Background: an optimization exercise with open tools, aiming at small area, a short achievable clock period and few clock cycles per item. Do not read the settings as production practice. Where RTL was checked, it was by simulation tests only, not by an equivalence proof against the original. No functional check of the RTL was part of run 1. Power is estimated from default activity; no workload was simulated.

==> flow/design.v, too long to show whole: its modules and the start of the top module <==
// module fir: 648 lines
module fir (
    input  wire        ap_clk,
    input  wire        ap_rst,
    input  wire        ap_start,
    output wire        ap_done,
    output wire        ap_idle,
    output wire        ap_ready,
    output wire [31:0] y,
    output wire        y_ap_vld,
    output wire [3:0]  c_address0,
    output wire        c_ce0,
    input  wire [31:0] c_q0,
    input  wire [31:0] x
);
  // ...
==> flow/flow/run.sh <==
#!/bin/bash
# Standard ORFS layout, with two changes:
#  1. after the standard synthesis, flow/polarity.py re-chooses the polarity of the full adders
#     and XOR gates to drop inverters (same function, same registers);
#  2. ports are buffered with buf_2 instead of the flow's default buffer.
set -euo pipefail
W=$(pwd)
R=$W/orfs/results/$FLOW_PLATFORM/fir/base
bash standard.sh "$R/1_2_yosys.v" > synth.log 2>&1
cp "$R/1_2_yosys.v" "$W/1_2_yosys_standard.v"
python3 flow/polarity.py "$W/1_2_yosys_standard.v" "$R/1_2_yosys.v" > polarity.log 2>&1
export BUFFER_PORTS_ARGS="-buffer_cell sky130_fd_sc_hd__buf_2"
bash standard.sh > layout.log 2>&1
==> flow/flow/polarity.py <==
#!/usr/bin/env python3
"""Re-choose the polarity of full adders and XOR gates in a mapped sky130 netlist so that
fewer inverters are needed.  A full adder is self-dual (inverting all three inputs inverts
both outputs) and an XOR/XNOR gate absorbs an inversion on any pin by swapping xor2<->xnor2,
so inverters next to them can often be removed.  The function of the netlist is unchanged.

usage: polarity.py IN.v OUT.v
"""
import re, sys, collections

src = open(sys.argv[1]).read()

# --- parse the single flat module ------------------------------------------------------
inst_re = re.compile(r'^\s*(sky130_fd_sc_hd__\w+)\s+(\S+)\s*\((.*?)\);\s*$', re.S | re.M)
pin_re = re.compile(r'\.(\w+)\(\s*([^()]*?)\s*\)')
OUTS = {'X', 'Y', 'Q', 'Q_N', 'SUM', 'COUT', 'HI', 'LO'}

insts = []
for m in inst_re.finditer(src):
    typ, name, body = m.group(1), m.group(2), m.group(3)
    pins = [(p, n) for p, n in pin_re.findall(body)]
    insts.append({'type': typ, 'name': name, 'pins': pins, 'span': m.span()})

def base(t):
    return re.sub(r'^sky130_fd_sc_hd__', '', t)

def kind(t):
    b = base(t)
    if re.match(r'(clk)?inv_\d+$', b): return 'inv'
    if re.match(r'fa_\d+$', b): return 'fa'
    if re.match(r'xor2_\d+$', b): return 'xor'
    if re.match(r'xnor2_\d+$', b): return 'xnor'
    return 'other'

driver = {}
loads = collections.defaultdict(list)   # net -> [(inst idx, pin)]
for i, c in enumerate(insts):
    c['kind'] = kind(c['type'])
    for p, n in c['pins']:
        if p in OUTS:
            driver[n] = (i, p)
        else:
            loads[n].append((i, p))

port_nets = set()
for m in re.finditer(r'^\s*(input|output|inout)\s+(\[[^\]]*\]\s*)?([^;]+);', src, re.M):
    for n in m.group(3).split(','):
        port_nets.add(n.strip())
def is_port(n):
    b = re.sub(r'\[\d+\]$', '', n.strip())
    return n in port_nets or b in port_nets

# --- logical signals: collapse inverters that touch an FA or XOR ---------------------------
# an inverter is collapsible when its input net is not a port and its output net is not a port
# and the output feeds only cells (no port)
def flexible(i):
    return insts[i]['kind'] in ('fa', 'xor', 'xnor')

coll = set()
for i, c in enumerate(insts):
    if c['kind'] != 'inv':
        continue
    a = dict(c['pins'])['A']; y = dict(c['pins'])['Y']
    if is_port(a) or is_port(y) or a not in driver:
        continue
    d = driver[a][0]
    touches = flexible(d) or any(flexible(j) for j, _ in loads[y])
    if touches and all(insts[j]['kind'] != 'inv' for j, _ in loads[y]):
        coll.add(i)

# root(net) -> (root net, parity)
inv_of = {}
for i in coll:
    pd = dict(insts[i]['pins']); inv_of[pd['Y']] = pd['A']
def root(n):
    par = 0
    while n in inv_of:
        n = inv_of[n]; par ^= 1
    return n, par

# signal = root net; consumers: (inst, pin, extra parity)
sig_cons = collections.defaultdict(list)
for i, c in enumerate(insts):
    if i in coll:
        continue
    for p, n in c['pins']:
        if p in OUTS:
            continue
        r, par = root(n)
        sig_cons[r].append((i, p, par))

# variables: FA flip f[i]; XOR output flip q[i]
var = {i: 0 for i, c in enumerate(insts) if c['kind'] in ('fa', 'xor', 'xnor') and i not in coll}

def drv_pol(sig):
    if sig in driver:
        i, p = driver[sig]
        if i in var:
            return var[i]
    return 0

def req(i, par):
    """polarity (relative to the signal) that consumer i needs on a pin fed with parity par"""
    k = insts[i]['kind']
    if k == 'fa':
        return var[i] ^ par
    if k in ('xor', 'xnor'):
        return None            # takes either
    return par

def sig_cost(sig):
    d = drv_pol(sig)
    need_other = False
    for i, p, par in sig_cons.get(sig, []):
        r = req(i, par)
        if r is not None and r != d:
            need_other = True
    # a port driven with the wrong polarity also needs an inverter
    return 1 if need_other else 0

# signals touched by each variable
touch = collections.defaultdict(set)
for i in var:
    for p, n in insts[i]['pins']:
        if p in OUTS:
            touch[i].add(n)
        elif insts[i]['kind'] == 'fa':
            touch[i].add(root(n)[0])
fixed_out = set()
for n in driver:
    if is_port(n):
        fixed_out.add(n)

def can_flip(i):
    for p, n in insts[i]['pins']:
        if p in OUTS and (is_port(n) or n in fixed_out):
            return False
    return True

before = sum(sig_cost(s) for s in set(sig_cons) | set(driver))
improved = True
rounds = 0
while improved and rounds < 50:
    improved = False; rounds += 1
    for i in var:
        if not can_flip(i):
            continue
        sigs = touch[i]
        c0 = sum(sig_cost(s) for s in sigs)
        var[i] ^= 1
        c1 = sum(sig_cost(s) for s in sigs)
        if c1 < c0:
            improved = True
        else:
            var[i] ^= 1
after = sum(sig_cost(s) for s in set(sig_cons) | set(driver))

# --- rewrite ------------------------------------------------------------------------------
# physical net of signal s with polarity d = drv_pol(s) is the root net itself (driver output).
# the opposite polarity is a new inverter output net.
inv_net = {}
new_cells = []
cnt = [0]
def other(sig):
    if sig not in inv_net:
        cnt[0] += 1
        nn = f'_pol{cnt[0]}_'
        inv_net[sig] = nn
        sp = ' ' if sig.startswith(chr(92)) else ''
        new_cells.append(f'  sky130_fd_sc_hd__inv_1 _polinv{cnt[0]}_ (\n    .A({sig}{sp}),\n    .Y({nn})\n  );\n')
    return inv_net[sig]

new_type = {}
new_pins = {}
for i, c in enumerate(insts):
    if i in coll:
        continue
    k = c['kind']
    pins = []
    parity = 0
    for p, n in c['pins']:
        if p in OUTS:
            pins.append((p, n)); continue
        sig, par = root(n)
        d = drv_pol(sig)
        r = req(i, par)
        if r is None:          # XOR consumer: take the driver's polarity
            r = d
            parity ^= d ^ par  # received value = wanted ^ (d ^ par)
        pins.append((p, sig if r == d else other(sig)))
    new_pins[i] = pins
    if k in ('xor', 'xnor'):
        inv = parity ^ var[i] ^ (1 if k == 'xnor' else 0)
        t = c['type']
        size = re.search(r'_(\d+)$', t).group(1)
        new_type[i] = f'sky130_fd_sc_hd__{"xnor2" if inv else "xor2"}_{size}'
        outp = 'Y' if inv else 'X'     # xnor2 drives Y, xor2 drives X
        new_pins[i] = [((outp if p in OUTS else p), n) for p, n in new_pins[i]]

# nets that lost their driver (collapsed inverter outputs) are simply left unused
out = []
last = 0
for i, c in enumerate(insts):
    s, e = c['span']
    out.append(src[last:s])
    last = e
    if i in coll:
        continue
    t = new_type.get(i, c['type'])
    body = ',\n'.join(f'    .{p}({n}{" " if n.startswith(chr(92)) else ""})' for p, n in new_pins[i])
    out.append(f'  {t} {c["name"]} (\n{body}\n  );')
tail = src[last:]
em = tail.rfind('endmodule')
out.append(tail[:em])
# declare new nets
decl = ''.join(f'  wire {inv_net[s]};\n' for s in inv_net)
out.append(decl + ''.join(new_cells) + tail[em:])
txt = ''.join(out)
open(sys.argv[2], 'w').write(txt)
ninv_before = sum(1 for c in insts if c['kind'] == 'inv')
sys.stderr.write(f'polarity: {len(coll)} inverters collapsed, {len(new_cells)} added '
                 f'(cost {before} -> {after}), {ninv_before} inverters before\n')
==> flow/standard.sh <==
#!/bin/bash
# synth_recipe.tcl (not shown) runs the flow's synth.tcl, then flattens the netlist and writes it again
# the make line also repeats each setting of config.mk as NAME=value (left out here)
make -C /OpenROAD-flow-scripts/flow DESIGN_CONFIG=/design/flow/config.mk WORK_HOME=/design/flow/orfs CLKGATE_MAP_FILE= SYNTH_SCRIPT=/design/flow/synth_recipe.tcl "${@:-finish}"
==> flow/config.mk <==
export PLATFORM = sky130hd
export DESIGN_NAME = fir
export DESIGN_NICKNAME = fir
export VERILOG_FILES = /design/flow/design.v
export SDC_FILE = /design/flow/constraint.sdc
export NUM_CORES = 4
export LEC_CHECK = 0
export CAP_MARGIN = 20
export CORE_MARGIN = 2
export CORE_UTILIZATION = 60
export CTS_BUF_LIST = sky130_fd_sc_hd__clkbuf_8
export CTS_CLUSTER_DIAMETER = 60
export CTS_CLUSTER_SIZE = 16
export PLACE_DENSITY = 0.7
export SETUP_SLACK_MARGIN = 4.7
export SLEW_MARGIN = 20
==> flow/constraint.sdc <==
create_clock -name core_clock -period 8.5 [get_ports {ap_clk}]
set_input_delay 1.7000 -clock core_clock [delete_from_list [all_inputs] [get_ports {ap_clk}]]
set_output_delay 1.7000 -clock core_clock [all_outputs]
set_load 0.01 [all_outputs]
==> results by group, run 1 <==
CTS
  – Count of cells resized by post-cts repair: 138
  – Number of CTS-inserted buffers: 42

Outcome
  – Outcome: no timing/DRC/antenna violations

Timing
  – Count of final setup violators: 0
  – Fin crit share: 0.7829
  – Clock skew after layout: 40.90 ps
  – Final WS setup: 1845 ps

Global route
  – Number of global-route vias before repair: 18240
  – Largest net degree at the start of global routing: 57

Floorplan
  – Total core area: 39640 um2
  – Die outline area: 41660 um2
  – Die width: 204.1 um
  – Initial cell density of the core: 0.6061
  – Number of well-tap cells placed: 525

Finish
  – Commonest cells after routing, fill and taps aside: dfxtp_1, nor2_1, fa_1
  – Number of non-filler instances in the completed layout: 2875
  – Number of diodes added for antenna fixing: 2
  – Non-clock buffering overhead: 0.08718
  – Number of flip-flops under the largest register name: 320

Setup path
  – Bufs and invs on worst path: 1
  – Startpoint of the most critical setup path: ph[1]
  – Cells on worst reg2reg path: 39
  – Required time at the endpoint of the critical path: 9030 ps

Yosys
  – Post-synthesis instance area: 24030 um2
  – Synthesized instance count: 2240
  – Synth warn: 2

Pwr
  – Clock share of power: 0.265
  – Lkg Pwr: 10.23 nW
  – Sw frac: 0.3131
  – Highest-power group: registers
  – Total power of the final layout: 4.840 mW

Routing
  – Met2 WL post-DR: 30530 um
  – Count of TritonRoute iterations in the first routing pass: 10

Min path
  – Min-Delay Endpoint: ring[6][25]
  – Number of cells traversed by the worst hold path: 0
==> run 2, diff against run 1 <==
--- a/flow/design.v
+++ b/flow/design.v
@@ -16,16 +16,17 @@
 reg  [3:0]  ph;        
 reg  [3:0]  nvalid;    
 reg         done_q;
 reg         clr;       
 reg  [31:0] ring [0:9];
 reg  [31:0] c_reg;
 reg  [15:0] dp1, dp2, dmn;    
 reg  [31:0] accn_s, accn_c;   
+reg  [1:0]  accn_t;           
 wire busy_rd = (cnt <= 4'd10);
 wire ld_ring = (cnt >= 4'd1) && (cnt <= 4'd10);
 assign ap_idle    = ~ap_start;
 assign ap_done    = done_q;
 assign ap_ready   = done_q;
 assign y_ap_vld   = done_q;
 assign y          = c_reg;
 assign c_ce0      = ap_start & busy_rd;
@@ -57,25 +58,61 @@
 end
 integer r;
 always @(posedge ap_clk) begin
     for (r = 0; r < 9; r = r + 1)
         ring[r] <= ring[r + 1];
     ring[9] <= (ld_ring && ph == 4'd9) ? x : ring[0];
 end
 wire [31:0] dsel = (cnt == 4'd11) ? x : ((ph < nvalid) ? ring[0] : 32'd0);
-wire [16:0] k;
-assign k[0] = 1'b0;
-genvar gi;
-generate for (gi = 0; gi < 16; gi = gi + 1) begin : rec
-    assign k[gi + 1] = dsel[2*gi+1] & (dsel[2*gi] | k[gi]);
-end endgenerate
+wire [15:0] kg0, kp0;
+assign kg0[0] = dsel[1] & dsel[0];
+assign kg0[1] = dsel[3] & dsel[2];
+assign kg0[2] = dsel[5] & dsel[4];
+assign kg0[3] = dsel[7] & dsel[6];
+assign kg0[4] = dsel[9] & dsel[8];
+assign kg0[5] = dsel[11] & dsel[10];
+assign kg0[6] = dsel[13] & dsel[12];
+assign kg0[7] = dsel[15] & dsel[14];
+assign kg0[8] = dsel[17] & dsel[16];
+assign kg0[9] = dsel[19] & dsel[18];
+assign kg0[10] = dsel[21] & dsel[20];
+assign kg0[11] = dsel[23] & dsel[22];
+assign kg0[12] = dsel[25] & dsel[24];
+assign kg0[13] = dsel[27] & dsel[26];
+assign kg0[14] = dsel[29] & dsel[28];
+assign kg0[15] = dsel[31] & dsel[30];
+assign kp0[0] = dsel[1];
+assign kp0[1] = dsel[3];
+assign kp0[2] = dsel[5];
+assign kp0[3] = dsel[7];
+assign kp0[4] = dsel[9];
+assign kp0[5] = dsel[11];
+assign kp0[6] = dsel[13];
+assign kp0[7] = dsel[15];
+assign kp0[8] = dsel[17];
+assign kp0[9] = dsel[19];
+assign kp0[10] = dsel[21];
+assign kp0[11] = dsel[23];
+assign kp0[12] = dsel[25];
+assign kp0[13] = dsel[27];
+assign kp0[14] = dsel[29];
+assign kp0[15] = dsel[31];
+wire [15:0] kg1 = kg0 | (kp0 & {kg0[14:0], 1'b0});
+wire [15:0] kp1 = kp0 & {kp0[14:0], 1'b0};
+wire [15:0] kg2 = kg1 | (kp1 & {kg1[13:0], 2'b0});
+wire [15:0] kp2 = kp1 & {kp1[13:0], 2'b0};
+wire [15:0] kg3 = kg2 | (kp2 & {kg2[11:0], 4'b0});
+wire [15:0] kp3 = kp2 & {kp2[11:0], 4'b0};
+wire [15:0] kg4 = kg3 | (kp3 & {kg3[7:0], 8'b0});
+wire [15:0] kp4 = kp3 & {kp3[7:0], 8'b0};
+wire [16:0] k = {kg4, 1'b0};
 integer g;
 always @(posedge ap_clk) begin
-    c_reg <= (cnt == 4'd13) ? ~(accn_s + accn_c + 32'd1) : c_q0;    
+    c_reg <= (cnt == 4'd13) ? ~(accn_s + accn_c + 32'd1) ^ {^accn_t, 31'd0} : c_q0;    
     for (g = 0; g < 16; g = g + 1) begin
         dp1[g] <= ~dsel[2*g+1] & (dsel[2*g] ^ k[g]);
         dp2[g] <= dsel[2*g+1] ? ~(dsel[2*g] | k[g]) : (dsel[2*g] & k[g]);
         dmn[g] <= ~(dsel[2*g+1] & (dsel[2*g] ^ k[g]));
     end
 end
 wire [31:0] ppn0 = ~((c_reg[31:0] & {32{dp1[0]}}) | ({c_reg[30:0], 1'b0} & {32{dp2[0]}}) | (~c_reg[31:0] & {32{~dmn[0]}}));
 wire [29:0] ppn1 = ~((c_reg[29:0] & {30{dp1[1]}}) | ({c_reg[28:0], 1'b0} & {30{dp2[1]}}) | (~c_reg[29:0] & {30{~dmn[1]}}));
@@ -90,16 +127,17 @@
 wire [11:0] ppn10 = ~((c_reg[11:0] & {12{dp1[10]}}) | ({c_reg[10:0], 1'b0} & {12{dp2[10]}}) | (~c_reg[11:0] & {12{~dmn[10]}}));
 wire [9:0] ppn11 = ~((c_reg[9:0] & {10{dp1[11]}}) | ({c_reg[8:0], 1'b0} & {10{dp2[11]}}) | (~c_reg[9:0] & {10{~dmn[11]}}));
 wire [7:0] ppn12 = ~((c_reg[7:0] & {8{dp1[12]}}) | ({c_reg[6:0], 1'b0} & {8{dp2[12]}}) | (~c_reg[7:0] & {8{~dmn[12]}}));
 wire [5:0] ppn13 = ~((c_reg[5:0] & {6{dp1[13]}}) | ({c_reg[4:0], 1'b0} & {6{dp2[13]}}) | (~c_reg[5:0] & {6{~dmn[13]}}));
 wire [3:0] ppn14 = ~((c_reg[3:0] & {4{dp1[14]}}) | ({c_reg[2:0], 1'b0} & {4{dp2[14]}}) | (~c_reg[3:0] & {4{~dmn[14]}}));
 wire [1:0] ppn15 = ~((c_reg[1:0] & {2{dp1[15]}}) | ({c_reg[0:0], 1'b0} & {2{dp2[15]}}) | (~c_reg[1:0] & {2{~dmn[15]}}));
 wire [31:0] sn = accn_s | {32{clr}};
 wire [31:0] cn = accn_c | {32{clr}};
+wire [1:0]  tn = accn_t | {2{clr}};
 wire s_1 = dmn[0] ^ sn[0] ^ cn[0];
 wire c_2 = (dmn[0] & sn[0]) | (cn[0] & (dmn[0] ^ sn[0]));
 wire s_3 = sn[1] ^ cn[1] ^ ppn0[1];
 wire c_4 = (sn[1] & cn[1]) | (ppn0[1] & (sn[1] ^ cn[1]));
 wire s_5 = dmn[1] ^ sn[2] ^ cn[2];
 wire c_6 = (dmn[1] & sn[2]) | (cn[2] & (dmn[1] ^ sn[2]));
 wire s_7 = ppn0[2] ^ ppn1[0] ^ s_5;
 wire c_8 = (ppn0[2] & ppn1[0]) | (s_5 & (ppn0[2] ^ ppn1[0]));
@@ -120,18 +158,18 @@
 wire s_23 = c_16 ^ s_19 ^ s_21;
 wire c_24 = (c_16 & s_19) | (s_21 & (c_16 ^ s_19));
 wire s_25 = dmn[3] ^ sn[6] ^ cn[6];
 wire c_26 = (dmn[3] & sn[6]) | (cn[6] & (dmn[3] ^ sn[6]));
 wire s_27 = ppn0[6] ^ ppn1[4] ^ ppn2[2];
 wire c_28 = (ppn0[6] & ppn1[4]) | (ppn2[2] & (ppn0[6] ^ ppn1[4]));
 wire s_29 = ppn3[0] ^ s_25 ^ c_20;
 wire c_30 = (ppn3[0] & s_25) | (c_20 & (ppn3[0] ^ s_25));
-wire s_31 = s_27 ^ c_22 ^ s_29;
-wire c_32 = (s_27 & c_22) | (s_29 & (s_27 ^ c_22));
+wire s_31 = c_22 ^ s_27 ^ s_29;
+wire c_32 = (c_22 & s_27) | (s_29 & (c_22 ^ s_27));
 wire s_33 = sn[7] ^ cn[7] ^ ppn0[7];
 wire c_34 = (sn[7] & cn[7]) | (ppn0[7] & (sn[7] ^ cn[7]));
 wire s_35 = ppn1[5] ^ ppn2[3] ^ ppn3[1];
 wire c_36 = (ppn1[5] & ppn2[3]) | (ppn3[1] & (ppn1[5] ^ ppn2[3]));
 wire s_37 = c_26 ^ c_28 ^ s_33;
 wire c_38 = (c_26 & c_28) | (s_33 & (c_26 ^ c_28));
 wire s_39 = s_35 ^ c_30 ^ s_37;
 wire c_40 = (s_35 & c_30) | (s_37 & (s_35 ^ c_30));
@@ -182,20 +220,20 @@
 wire s_85 = dmn[6] ^ sn[12] ^ cn[12];
 wire c_86 = (dmn[6] & sn[12]) | (cn[12] & (dmn[6] ^ sn[12]));
 wire s_87 = ppn0[12] ^ ppn1[10] ^ ppn2[8];
 wire c_88 = (ppn0[12] & ppn1[10]) | (ppn2[8] & (ppn0[12] ^ ppn1[10]));
 wire s_89 = ppn3[6] ^ ppn4[4] ^ ppn5[2];
 wire c_90 = (ppn3[6] & ppn4[4]) | (ppn5[2] & (ppn3[6] ^ ppn4[4]));
 wire s_91 = ppn6[0] ^ s_85 ^ c_74;
 wire c_92 = (ppn6[0] & s_85) | (c_74 & (ppn6[0] ^ s_85));
-wire s_93 = c_76 ^ s_87 ^ s_89;
-wire c_94 = (c_76 & s_87) | (s_89 & (c_76 ^ s_87));
-wire s_95 = c_78 ^ c_80 ^ s_91;
-wire c_96 = (c_78 & c_80) | (s_91 & (c_78 ^ c_80));
+wire s_93 = c_76 ^ c_78 ^ s_87;
+wire c_94 = (c_76 & c_78) | (s_87 & (c_76 ^ c_78));
+wire s_95 = s_89 ^ c_80 ^ s_91;
+wire c_96 = (s_89 & c_80) | (s_91 & (s_89 ^ c_80));
 wire s_97 = s_93 ^ c_82 ^ s_95;
 wire c_98 = (s_93 & c_82) | (s_95 & (s_93 ^ c_82));
 wire s_99 = sn[13] ^ cn[13] ^ ppn0[13];
 wire c_100 = (sn[13] & cn[13]) | (ppn0[13] & (sn[13] ^ cn[13]));
 wire s_101 = ppn1[11] ^ ppn2[9] ^ ppn3[7];
 wire c_102 = (ppn1[11] & ppn2[9]) | (ppn3[7] & (ppn1[11] ^ ppn2[9]));
 wire s_103 = ppn4[5] ^ ppn5[3] ^ ppn6[1];
 wire c_104 = (ppn4[5] & ppn5[3]) | (ppn6[1] & (ppn4[5] ^ ppn5[3]));
@@ -280,20 +318,20 @@
 wire s_183 = ppn0[18] ^ ppn1[16] ^ ppn2[14];
 wire c_184 = (ppn0[18] & ppn1[16]) | (ppn2[14] & (ppn0[18] ^ ppn1[16]));
 wire s_185 = ppn3[12] ^ ppn4[10] ^ ppn5[8];
 wire c_186 = (ppn3[12] & ppn4[10]) | (ppn5[8] & (ppn3[12] ^ ppn4[10]));
 wire s_187 = ppn6[6] ^ ppn7[4] ^ ppn8[2];
 wire c_188 = (ppn6[6] & ppn7[4]) | (ppn8[2] & (ppn6[6] ^ ppn7[4]));
 wire s_189 = ppn9[0] ^ s_181 ^ c_164;
 wire c_190 = (ppn9[0] & s_181) | (c_164 & (ppn9[0] ^ s_181));
-wire s_191 = c_166 ^ c_168 ^ s_183;
-wire c_192 = (c_166 & c_168) | (s_183 & (c_166 ^ c_168));
-wire s_193 = s_185 ^ s_187 ^ c_170;
-wire c_194 = (s_185 & s_187) | (c_170 & (s_185 ^ s_187));
+wire s_191 = c_166 ^ c_168 ^ c_170;
+wire c_192 = (c_166 & c_168) | (c_170 & (c_166 ^ c_168));
+wire s_193 = s_183 ^ s_185 ^ s_187;
+wire c_194 = (s_183 & s_185) | (s_187 & (s_183 ^ s_185));
 wire s_195 = c_172 ^ c_174 ^ s_189;
 wire c_196 = (c_172 & c_174) | (s_189 & (c_172 ^ c_174));
 wire s_197 = s_191 ^ s_193 ^ c_176;
 wire c_198 = (s_191 & s_193) | (c_176 & (s_191 ^ s_193));
 wire s_199 = s_195 ^ c_178 ^ s_197;
 wire c_200 = (s_195 & c_178) | (s_197 & (s_195 ^ c_178));
 wire s_201 = sn[19] ^ cn[19] ^ ppn0[19];
 wire c_202 = (sn[19] & cn[19]) | (ppn0[19] & (sn[19] ^ cn[19]));
@@ -304,20 +342,20 @@
 wire s_207 = ppn7[5] ^ ppn8[3] ^ ppn9[1];
 wire c_208 = (ppn7[5] & ppn8[3]) | (ppn9[1] & (ppn7[5] ^ ppn8[3]));
 wire s_209 = c_182 ^ c_184 ^ c_186;
 wire c_210 = (c_182 & c_184) | (c_186 & (c_182 ^ c_184));
 wire s_211 = c_188 ^ s_201 ^ s_203;
 wire c_212 = (c_188 & s_201) | (s_203 & (c_188 ^ s_201));
 wire s_213 = s_205 ^ s_207 ^ c_190;
 wire c_214 = (s_205 & s_207) | (c_190 & (s_205 ^ s_207));
-wire s_215 = c_192 ^ s_209 ^ s_211;
-wire c_216 = (c_192 & s_209) | (s_211 & (c_192 ^ s_209));
-wire s_217 = c_194 ^ c_196 ^ s_213;
-wire c_218 = (c_194 & c_196) | (s_213 & (c_194 ^ c_196));
+wire s_215 = c_192 ^ c_194 ^ s_209;
+wire c_216 = (c_192 & c_194) | (s_209 & (c_192 ^ c_194));
+wire s_217 = s_211 ^ c_196 ^ s_213;
+wire c_218 = (s_211 & c_196) | (s_213 & (s_211 ^ c_196));
 wire s_219 = s_215 ^ c_198 ^ s_217;
 wire c_220 = (s_215 & c_198) | (s_217 & (s_215 ^ c_198));
 wire s_221 = dmn[10] ^ sn[20] ^ cn[20];
 wire c_222 = (dmn[10] & sn[20]) | (cn[20] & (dmn[10] ^ sn[20]));
 wire s_223 = ppn0[20] ^ ppn1[18] ^ ppn2[16];
 wire c_224 = (ppn0[20] & ppn1[18]) | (ppn2[16] & (ppn0[20] ^ ppn1[18]));
 wire s_225 = ppn3[14] ^ ppn4[12] ^ ppn5[10];
 wire c_226 = (ppn3[14] & ppn4[12]) | (ppn5[10] & (ppn3[14] ^ ppn4[12]));
@@ -328,18 +366,18 @@
 wire s_231 = c_202 ^ c_204 ^ c_206;
 wire c_232 = (c_202 & c_204) | (c_206 & (c_202 ^ c_204));
 wire s_233 = c_208 ^ s_223 ^ s_225;
 wire c_234 = (c_208 & s_223) | (s_225 & (c_208 ^ s_223));
 wire s_235 = s_227 ^ s_229 ^ c_210;
 wire c_236 = (s_227 & s_229) | (c_210 & (s_227 ^ s_229));
 wire s_237 = c_212 ^ s_231 ^ s_233;
 wire c_238 = (c_212 & s_231) | (s_233 & (c_212 ^ s_231));
-wire s_239 = c_214 ^ s_235 ^ c_216;
-wire c_240 = (c_214 & s_235) | (c_216 & (c_214 ^ s_235));
+wire s_239 = c_214 ^ c_216 ^ s_235;
+wire c_240 = (c_214 & c_216) | (s_235 & (c_214 ^ c_216));
 wire s_241 = s_237 ^ c_218 ^ s_239;
 wire c_242 = (s_237 & c_218) | (s_239 & (s_237 ^ c_218));
 wire s_243 = sn[21] ^ cn[21] ^ ppn0[21];
 wire c_244 = (sn[21] & cn[21]) | (ppn0[21] & (sn[21] ^ cn[21]));
 wire s_245 = ppn1[19] ^ ppn2[17] ^ ppn3[15];
 wire c_246 = (ppn1[19] & ppn2[17]) | (ppn3[15] & (ppn1[19] ^ ppn2[17]));
 wire s_247 = ppn4[13] ^ ppn5[11] ^ ppn6[9];
 wire c_248 = (ppn4[13] & ppn5[11]) | (ppn6[9] & (ppn4[13] ^ ppn5[11]));
@@ -416,28 +454,28 @@
 wire s_319 = ppn6[12] ^ ppn7[10] ^ ppn8[8];
 wire c_320 = (ppn6[12] & ppn7[10]) | (ppn8[8] & (ppn6[12] ^ ppn7[10]));
 wire s_321 = ppn9[6] ^ ppn10[4] ^ ppn11[2];
 wire c_322 = (ppn9[6] & ppn10[4]) | (ppn11[2] & (ppn9[6] ^ ppn10[4]));
 wire s_323 = ppn12[0] ^ s_313 ^ c_290;
 wire c_324 = (ppn12[0] & s_313) | (c_290 & (ppn12[0] ^ s_313));
 wire s_325 = c_292 ^ c_294 ^ c_296;
 wire c_326 = (c_292 & c_294) | (c_296 & (c_292 ^ c_294));
-wire s_327 = s_315 ^ s_317 ^ s_319;
-wire c_328 = (s_315 & s_317) | (s_319 & (s_315 ^ s_317));
-wire s_329 = s_321 ^ c_298 ^ c_300;
-wire c_330 = (s_321 & c_298) | (c_300 & (s_321 ^ c_298));
+wire s_327 = c_298 ^ s_315 ^ s_317;
+wire c_328 = (c_298 & s_315) | (s_317 & (c_298 ^ s_315));
+wire s_329 = s_319 ^ s_321 ^ c_300;
+wire c_330 = (s_319 & s_321) | (c_300 & (s_319 ^ s_321));
 wire s_331 = c_302 ^ s_323 ^ s_325;
 wire c_332 = (c_302 & s_323) | (s_325 & (c_302 ^ s_323));
-wire s_333 = s_327 ^ c_304 ^ c_306;
-wire c_334 = (s_327 & c_304) | (c_306 & (s_327 ^ c_304));
+wire s_333 = c_304 ^ s_327 ^ c_306;
+wire c_334 = (c_304 & s_327) | (c_306 & (c_304 ^ s_327));
 wire s_335 = s_329 ^ s_331 ^ c_308;
 wire c_336 = (s_329 & s_331) | (c_308 & (s_329 ^ s_331));
-wire s_337 = s_333 ^ c_310 ^ s_335;
-wire c_338 = (s_333 & c_310) | (s_335 & (s_333 ^ c_310));
+wire s_337 = c_310 ^ s_333 ^ s_335;
+wire c_338 = (c_310 & s_333) | (s_335 & (c_310 ^ s_333));
 wire s_339 = sn[25] ^ cn[25] ^ ppn0[25];
 wire c_340 = (sn[25] & cn[25]) | (ppn0[25] & (sn[25] ^ cn[25]));
 wire s_341 = ppn1[23] ^ ppn2[21] ^ ppn3[19];
 wire c_342 = (ppn1[23] & ppn2[21]) | (ppn3[19] & (ppn1[23] ^ ppn2[21]));
 wire s_343 = ppn4[17] ^ ppn5[15] ^ ppn6[13];
 wire c_344 = (ppn4[17] & ppn5[15]) | (ppn6[13] & (ppn4[17] ^ ppn5[15]));
 wire s_345 = ppn7[11] ^ ppn8[9] ^ ppn9[7];
 wire c_346 = (ppn7[11] & ppn8[9]) | (ppn9[7] & (ppn7[11] ^ ppn8[9]));
@@ -532,18 +570,18 @@
 wire s_435 = c_398 ^ c_400 ^ c_402;
 wire c_436 = (c_398 & c_400) | (c_402 & (c_398 ^ c_400));
 wire s_437 = s_423 ^ s_425 ^ s_427;
 wire c_438 = (s_423 & s_425) | (s_427 & (s_423 ^ s_425));
 wire s_439 = s_429 ^ s_431 ^ c_404;
 wire c_440 = (s_429 & s_431) | (c_404 & (s_429 ^ s_431));
 wire s_441 = c_406 ^ c_408 ^ s_433;
 wire c_442 = (c_406 & c_408) | (s_433 & (c_406 ^ c_408));
-wire s_443 = s_435 ^ s_437 ^ c_410;
-wire c_444 = (s_435 & s_437) | (c_410 & (s_435 ^ s_437));
+wire s_443 = s_435 ^ c_410 ^ s_437;
+wire c_444 = (s_435 & c_410) | (s_437 & (s_435 ^ c_410));
 wire s_445 = c_412 ^ s_439 ^ c_414;
 wire c_446 = (c_412 & s_439) | (c_414 & (c_412 ^ s_439));
 wire s_447 = s_441 ^ s_443 ^ c_416;
 wire c_448 = (s_441 & s_443) | (c_416 & (s_441 ^ s_443));
 wire s_449 = s_445 ^ c_418 ^ s_447;
 wire c_450 = (s_445 & c_418) | (s_447 & (s_445 ^ c_418));
 wire s_451 = sn[29] ^ cn[29] ^ ppn0[29];
 wire c_452 = (sn[29] & cn[29]) | (ppn0[29] & (sn[29] ^ cn[29]));
@@ -564,20 +602,20 @@
 wire s_467 = s_453 ^ s_455 ^ s_457;
 wire c_468 = (s_453 & s_455) | (s_457 & (s_453 ^ s_455));
 wire s_469 = s_459 ^ s_461 ^ c_434;
 wire c_470 = (s_459 & s_461) | (c_434 & (s_459 ^ s_461));
 wire s_471 = c_436 ^ c_438 ^ s_463;
 wire c_472 = (c_436 & c_438) | (s_463 & (c_436 ^ c_438));
 wire s_473 = s_465 ^ s_467 ^ c_440;
 wire c_474 = (s_465 & s_467) | (c_440 & (s_465 ^ s_467));
-wire s_475 = c_442 ^ s_469 ^ s_471;
-wire c_476 = (c_442 & s_469) | (s_471 & (c_442 ^ s_469));
-wire s_477 = c_444 ^ s_473 ^ c_446;
-wire c_478 = (c_444 & s_473) | (c_446 & (c_444 ^ s_473));
+wire s_475 = c_442 ^ s_469 ^ c_444;
+wire c_476 = (c_442 & s_469) | (c_444 & (c_442 ^ s_469));
+wire s_477 = s_471 ^ s_473 ^ c_446;
+wire c_478 = (s_471 & s_473) | (c_446 & (s_471 ^ s_473));
 wire s_479 = s_475 ^ c_448 ^ s_477;
 wire c_480 = (s_475 & c_448) | (s_477 & (s_475 ^ c_448));
 wire s_481 = dmn[15] ^ sn[30] ^ cn[30];
 wire c_482 = (dmn[15] & sn[30]) | (cn[30] & (dmn[15] ^ sn[30]));
 wire s_483 = ppn0[30] ^ ppn1[28] ^ ppn2[26];
 wire c_484 = (ppn0[30] & ppn1[28]) | (ppn2[26] & (ppn0[30] ^ ppn1[28]));
 wire s_485 = ppn3[24] ^ ppn4[22] ^ ppn5[20];
 wire c_486 = (ppn3[24] & ppn4[22]) | (ppn5[20] & (ppn3[24] ^ ppn4[22]));
@@ -586,63 +624,65 @@
 wire s_489 = ppn9[12] ^ ppn10[10] ^ ppn11[8];
 wire c_490 = (ppn9[12] & ppn10[10]) | (ppn11[8] & (ppn9[12] ^ ppn10[10]));
 wire s_491 = ppn12[6] ^ ppn13[4] ^ ppn14[2];
 wire c_492 = (ppn12[6] & ppn13[4]) | (ppn14[2] & (ppn12[6] ^ ppn13[4]));
 wire s_493 = ppn15[0] ^ s_481 ^ c_452;
 wire c_494 = (ppn15[0] & s_481) | (c_452 & (ppn15[0] ^ s_481));
 wire s_495 = c_454 ^ c_456 ^ c_458;
 wire c_496 = (c_454 & c_456) | (c_458 & (c_454 ^ c_456));
-wire s_497 = c_460 ^ s_483 ^ s_485;
-wire c_498 = (c_460 & s_483) | (s_485 & (c_460 ^ s_483));
-wire s_499 = s_487 ^ s_489 ^ s_491;
-wire c_500 = (s_487 & s_489) | (s_491 & (s_487 ^ s_489));
-wire s_501 = c_462 ^ c_464 ^ c_466;
-wire c_502 = (c_462 & c_464) | (c_466 & (c_462 ^ c_464));
+wire s_497 = c_460 ^ c_462 ^ s_483;
+wire c_498 = (c_460 & c_462) | (s_483 & (c_460 ^ c_462));
+wire s_499 = s_485 ^ s_487 ^ s_489;
+wire c_500 = (s_485 & s_487) | (s_489 & (s_485 ^ s_487));
+wire s_501 = s_491 ^ c_464 ^ c_466;
+wire c_502 = (s_491 & c_464) | (c_466 & (s_491 ^ c_464));
 wire s_503 = c_468 ^ s_493 ^ s_495;
 wire c_504 = (c_468 & s_493) | (s_495 & (c_468 ^ s_493));
 wire s_505 = s_497 ^ s_499 ^ c_470;
 wire c_506 = (s_497 & s_499) | (c_470 & (s_497 ^ s_499));
 wire s_507 = c_472 ^ s_501 ^ s_503;
 wire c_508 = (c_472 & s_501) | (s_503 & (c_472 ^ s_501));
 wire s_509 = c_474 ^ s_505 ^ c_476;
 wire c_510 = (c_474 & s_505) | (c_476 & (c_474 ^ s_505));
 wire s_511 = s_507 ^ c_478 ^ s_509;
 wire c_512 = (s_507 & c_478) | (s_509 & (s_507 ^ c_478));
 wire s_513 = ~(sn[31] ^ cn[31]);
-wire s_514 = ~(s_513 ^ ppn0[31]);
-wire s_515 = ~(ppn1[29] ^ ppn2[27]);
-wire s_516 = ~(ppn3[25] ^ ppn4[23]);
-wire s_517 = ~(ppn5[21] ^ ppn6[19]);
-wire s_518 = ~(ppn7[17] ^ ppn8[15]);
-wire s_519 = ~(ppn9[13] ^ ppn10[11]);
-wire s_520 = ~(ppn11[9] ^ ppn12[7]);
-wire s_521 = ~(ppn13[5] ^ ppn14[3]);
-wire s_522 = ~(ppn15[1] ^ c_482);
-wire s_523 = ~(s_514 ^ s_515);
-wire s_524 = ~(s_516 ^ s_517);
-wire s_525 = ~(s_518 ^ s_519);
-wire s_526 = ~(s_520 ^ s_521);
-wire s_527 = ~(s_522 ^ s_523);
-wire s_528 = ~(s_524 ^ s_525);
-wire s_529 = ~(s_526 ^ c_484);
-wire s_530 = ~(c_486 ^ c_488);
-wire s_531 = ~(c_490 ^ c_492);
-wire s_532 = ~(s_527 ^ s_528);
-wire s_533 = ~(s_529 ^ s_530);
-wire s_534 = ~(s_531 ^ s_532);
-wire s_535 = ~(s_533 ^ c_494);
-wire s_536 = ~(c_496 ^ c_498);
-wire s_537 = ~(c_500 ^ s_534);
-wire s_538 = ~(s_535 ^ s_536);
-wire s_539 = ~(s_537 ^ s_538);
-wire s_540 = ~(c_502 ^ c_504);
+wire s_514 = ~(tn[0] ^ tn[1]);
+wire s_515 = ~(s_513 ^ s_514);
+wire s_516 = ~(s_515 ^ ppn0[31]);
+wire s_517 = ~(ppn1[29] ^ ppn2[27]);
+wire s_518 = ~(ppn3[25] ^ ppn4[23]);
+wire s_519 = ~(ppn5[21] ^ ppn6[19]);
+wire s_520 = ~(ppn7[17] ^ ppn8[15]);
+wire s_521 = ~(ppn9[13] ^ ppn10[11]);
+wire s_522 = ~(ppn11[9] ^ ppn12[7]);
+wire s_523 = ~(ppn13[5] ^ ppn14[3]);
+wire s_524 = ~(ppn15[1] ^ c_482);
+wire s_525 = ~(s_516 ^ s_517);
+wire s_526 = ~(s_518 ^ s_519);
+wire s_527 = ~(s_520 ^ s_521);
+wire s_528 = ~(s_522 ^ s_523);
+wire s_529 = ~(s_524 ^ s_525);
+wire s_530 = ~(s_526 ^ s_527);
+wire s_531 = ~(s_528 ^ c_484);
+wire s_532 = ~(c_486 ^ c_488);
+wire s_533 = ~(c_490 ^ c_492);
+wire s_534 = ~(s_529 ^ s_530);
+wire s_535 = ~(s_531 ^ s_532);
+wire s_536 = ~(s_533 ^ s_534);
+wire s_537 = ~(s_535 ^ c_494);
+wire s_538 = ~(c_496 ^ s_536);
+wire s_539 = ~(c_498 ^ c_500);
+wire s_540 = ~(s_537 ^ s_538);
 wire s_541 = ~(s_539 ^ s_540);
-wire s_542 = ~(c_506 ^ s_541);
-wire s_543 = ~(c_508 ^ s_542);
-wire s_544 = ~(s_543 ^ c_510);
+wire s_542 = ~(c_502 ^ c_504);
+wire s_543 = ~(s_541 ^ s_542);
+wire s_544 = ~(c_506 ^ s_543);
 wire [31:0] nxt_sn = {s_544, c_480, c_450, c_420, c_392, c_364, c_338, c_312, c_288, c_264, c_242, c_220, c_200, c_180, c_162, c_144, c_128, c_112, c_98, c_84, c_72, c_60, c_50, c_40, c_32, c_24, c_18, c_12, c_8, c_4, c_2, ppn0[0]};
-wire [31:0] nxt_cn = {c_512, s_511, s_479, s_449, s_419, s_391, s_363, s_337, s_311, s_287, s_263, s_241, s_219, s_199, s_179, s_161, s_143, s_127, s_111, s_97, s_83, s_71, s_59, s_49, s_39, s_31, s_23, s_17, s_11, s_7, s_3, s_1};
+wire [31:0] nxt_cn = {c_508, s_511, s_479, s_449, s_419, s_391, s_363, s_337, s_311, s_287, s_263, s_241, s_219, s_199, s_179, s_161, s_143, s_127, s_111, s_97, s_83, s_71, s_59, s_49, s_39, s_31, s_23, s_17, s_11, s_7, s_3, s_1};
+wire [1:0]  nxt_tn = {c_512, c_510};
 always @(posedge ap_clk) begin
     accn_s <= nxt_sn;
     accn_c <= nxt_cn;
+    accn_t <= nxt_tn;
 end
 endmodule
==> results by group, run 2 <==
Finish
  – Fill cell instance count of the final layout: 2973
  – Final instance area: 27550 um2
  – Largest reg by FF count: ring
  – Signed area change from the synthesized netlist to the final layout: 13.08%
  – Sequential cell area: 9783 um2
  – Number of flip-flops under the largest register name: 320 (unchanged)
  – Share of cells above drive strength 1: 0.2145
  – Commonest cells after routing, fill and taps aside: dfxtp_1, nor2_1, fa_1
  – Most common cell after layout, fill and taps aside: dfxtp_1
  – Combined area of the multi-input logic cells: 13580 um2
  – Total number of nets in the final design: 2734

Timing
  – Fin crit share: 0.4515 (-0.3314)
  – Worst slack on hold paths: 308.7 ps
  – Hold violation count in the final report: 0
  – Unrepaired setup endpoints after global routing: yes
  – Count of final setup violators: 0 (unchanged)
  – Transition time of the tightest slew-check pin: 1058 ps
  – Period minus WS final: 3838 ps
  – Count of final max-slew check failures: 0
  – Clock skew after layout: 48.26 ps (+7.360 ps)
  – Final WS setup: 4662 ps (+2817 ps)
  – Worst relative slew slack: 0.2896
  – Fmax: 260.6 MHz
  – Setup TNS: 0 ps

Global route
  – Largest net degree at the start of global routing: 47 (-18%)
  – GRT Residual Overflow: 0
  – Global-route wire length before repair: 107100 um
  – Number of global-route vias before repair: 18060 (-0.98%)
  – Antenna violations before repair: 6
  – Global routing usage summed across all routing layers: 0.3406

Placed design
  – Number of buffer cells added on primary ports: 107
  – Half-perimeter wire length of the detailed placement result: 44000 um
  – Pre-CTS WS: 4210 ps
  – Weighted congestion at the end of routability-driven global placement: 0.9140
  – Post-DP Area: 25100 um2

Routing
  – Number of vias in the routed layout: 18190
  – DRT antenna net count: 0
  – Routed wire per std cell: 24.81 um
  – Starting DRC count in detailed routing: 2485
  – Wire length after detailed routing: 71510 um
  – Post-route DRC violation count: 0
  – Number of vias per cell after detailed routing: 6.311
  – Count of TritonRoute iterations in the first routing pass: 6 (-4)

CTS
  – Quantity of hold-fixing buffers added after cts: 0
  – Clock Root Buffer: clkbuf_8
  – Number of CTS-inserted buffers: 42 (unchanged)
  – Buffer levels on the longest clock path: 3
  – Total clock sinks: 480
  – Level count of the clock H-tree: 2
  – Clock transition time at the flip-flop clock pins of the worst setup and hold paths: 100 ps
  – Clock insertion delay at the later pin of the skew report: 670 ps
  – TritonCTS clock tree: yes

Job
  – MaxCap Viol Count: 0

Floorplan
  – Number of primary I/O pins: 108
  – Die outline area: 42240 um2 (+1.4%)
  – Height of the die: 205.5 um
  – Initial cell density of the core: 0.6105 (+0.004302)
  – Count of standard-cell rows: 73
  – Total core area: 39910 um2 (+0.69%)
  – Die width: 205.5 um (+0.69%)

Yosys
  – Synthesized instance count: 2281 (+1.8%)
  – Synth warn: 2 (unchanged)
  – Post-synthesis instance area: 24370 um2 (+1.4%)
  – Mean instance size in the synthesized netlist: 10.68 um2
  – Number of nets produced by synthesis: 2677

Setup path
  – Required time at the endpoint of the critical path: 9030 ps (about the same)
  – Type of element launching the critical path: flip-flop
  – Start-to-end type of the worst setup path: reg2reg
  – Largest driver fanout on the critical path: 12
  – Critical Path End Type: flip-flop
  – CP arrival: 4370 ps

Pwr
  – Maximum VDD drop: 0.0002422 V
  – Lkg Pwr: 11.26 nW (+10%)
  – Power density normalized to cell area: 175.1 nW/um2

Outcome
  – Outcome: no timing/DRC/antenna violations

Min path
  – Worst Hold Class: reg2reg
==> run 2: critical path, cell delays in order, from the launching register on <==
cell	delay, ps
dfxtp_4	420
buf_6	190
a221o_1	330
fa_1	490
inv_1	50
fa_1	520
inv_1	50
fa_2	360
fa_2	340
inv_2	60
fa_1	420
fa_1	440
==> run 2: path summary, 6_finish.rpt <==
check / start / to / slack (ps) / cells after the start
max: c_reg[18] / accn_c[29] / 4660 / 11
min: ring[5][31] / ring[4][31] / 310 / 0
max reg2reg: c_reg[18] / accn_c[29] / 4660 / 11
min reg2reg: ring[5][31] / ring[4][31] / 310 / 0
==> run 2: repair_timing <==
action                     4_1_cts  5_1_grt
pin swaps                       34       57
hold endpoints to repair         0        0
setup endpoints to repair       31       27
resized for setup              159       42
setup buffers                   41       13
cloned                          15        2
==> run 2: area by class of cell <==
class | instances | area share
multi-input cells | 1439 | 0.4927
well taps | 525 | 0.02384
flip-flops and latches | 480 | 0.3551
inverters | 170 | 0.02316
repair buffers | 205 | 0.07692
diodes | 3 | 0.0002725
clock inverters | 16 | 0.006039
clock buffers | 44 | 0.02198
==> run 2: routing by layer <==
| metal | wire (um) | vias up | global-route usage |
|---|---|---|---|
| li1 | - | 7868 | - |
| met1 | 26590 | 8797 | 0.4343 |
| met2 | 31600 | 1165 | 0.5230 |
| met3 | 8456 | 352 | 0.1020 |
| met4 | 4775 | 6 | 0.1827 |
| met5 | 82 | - | 0 |
==> run 2: report_power, final <==
part / internal [mW] / switching, mW
Sequential: 2.33 / 0.0833
Clock: 0.507 / 0.799
Combinational: 0.473 / 0.632
Total: 3.31 / 1.51
==> run 2: through the flow <==
step	instances	util	total power, mW
3_5_place_dp	2748	0.6289	3.452
4_1_cts	2864	0.6830	4.821
2_1_floorplan	2281	-	3.191
5_1_grt	2880	0.6902	5.064
6_report	2882	0.6903	4.825
3_3_place_gp	2748	0.6289	3.430
Testbench counts of run 2, summed over its fixed seeds: cycles 24,000, items 1,600.

## port drivers added, routing unchanged
Ports are ideal in the flow. The routed layouts listed here were re-timed in OpenROAD.
Step 1: set_driving_cell puts a clkbuf_16 on ap_clk and a buf_2 on each other input, an assumption about the parent block.
Step 2, shift: input delay + t, output delay - t, t = (earliest + latest rising clock arrival at the registers) / 2. This alone moves slack from input paths to output paths.
Three values: no drivers, after step 1, after step 2; two values: the first two.
| run | t (ns) | setup WS [ns] | latest minus earliest clock arrival (ns) | worst slew at a driven data input, ns |
|---|---|---|---|---|
| run 1 | 0.688 | 1.845 / 1.845 / 1.403 | 0.042 / 0.041 | 0.05 |
| run 2 | 0.699 | 4.662 / 4.662 / 4.566 | 0.054 / 0.053 | 0.07 |
After both steps every run listed still meets setup and hold. For run 1, which loses most, drivers alone change the setup slack by 0.000 ns; drivers and shift together by -0.442 ns.
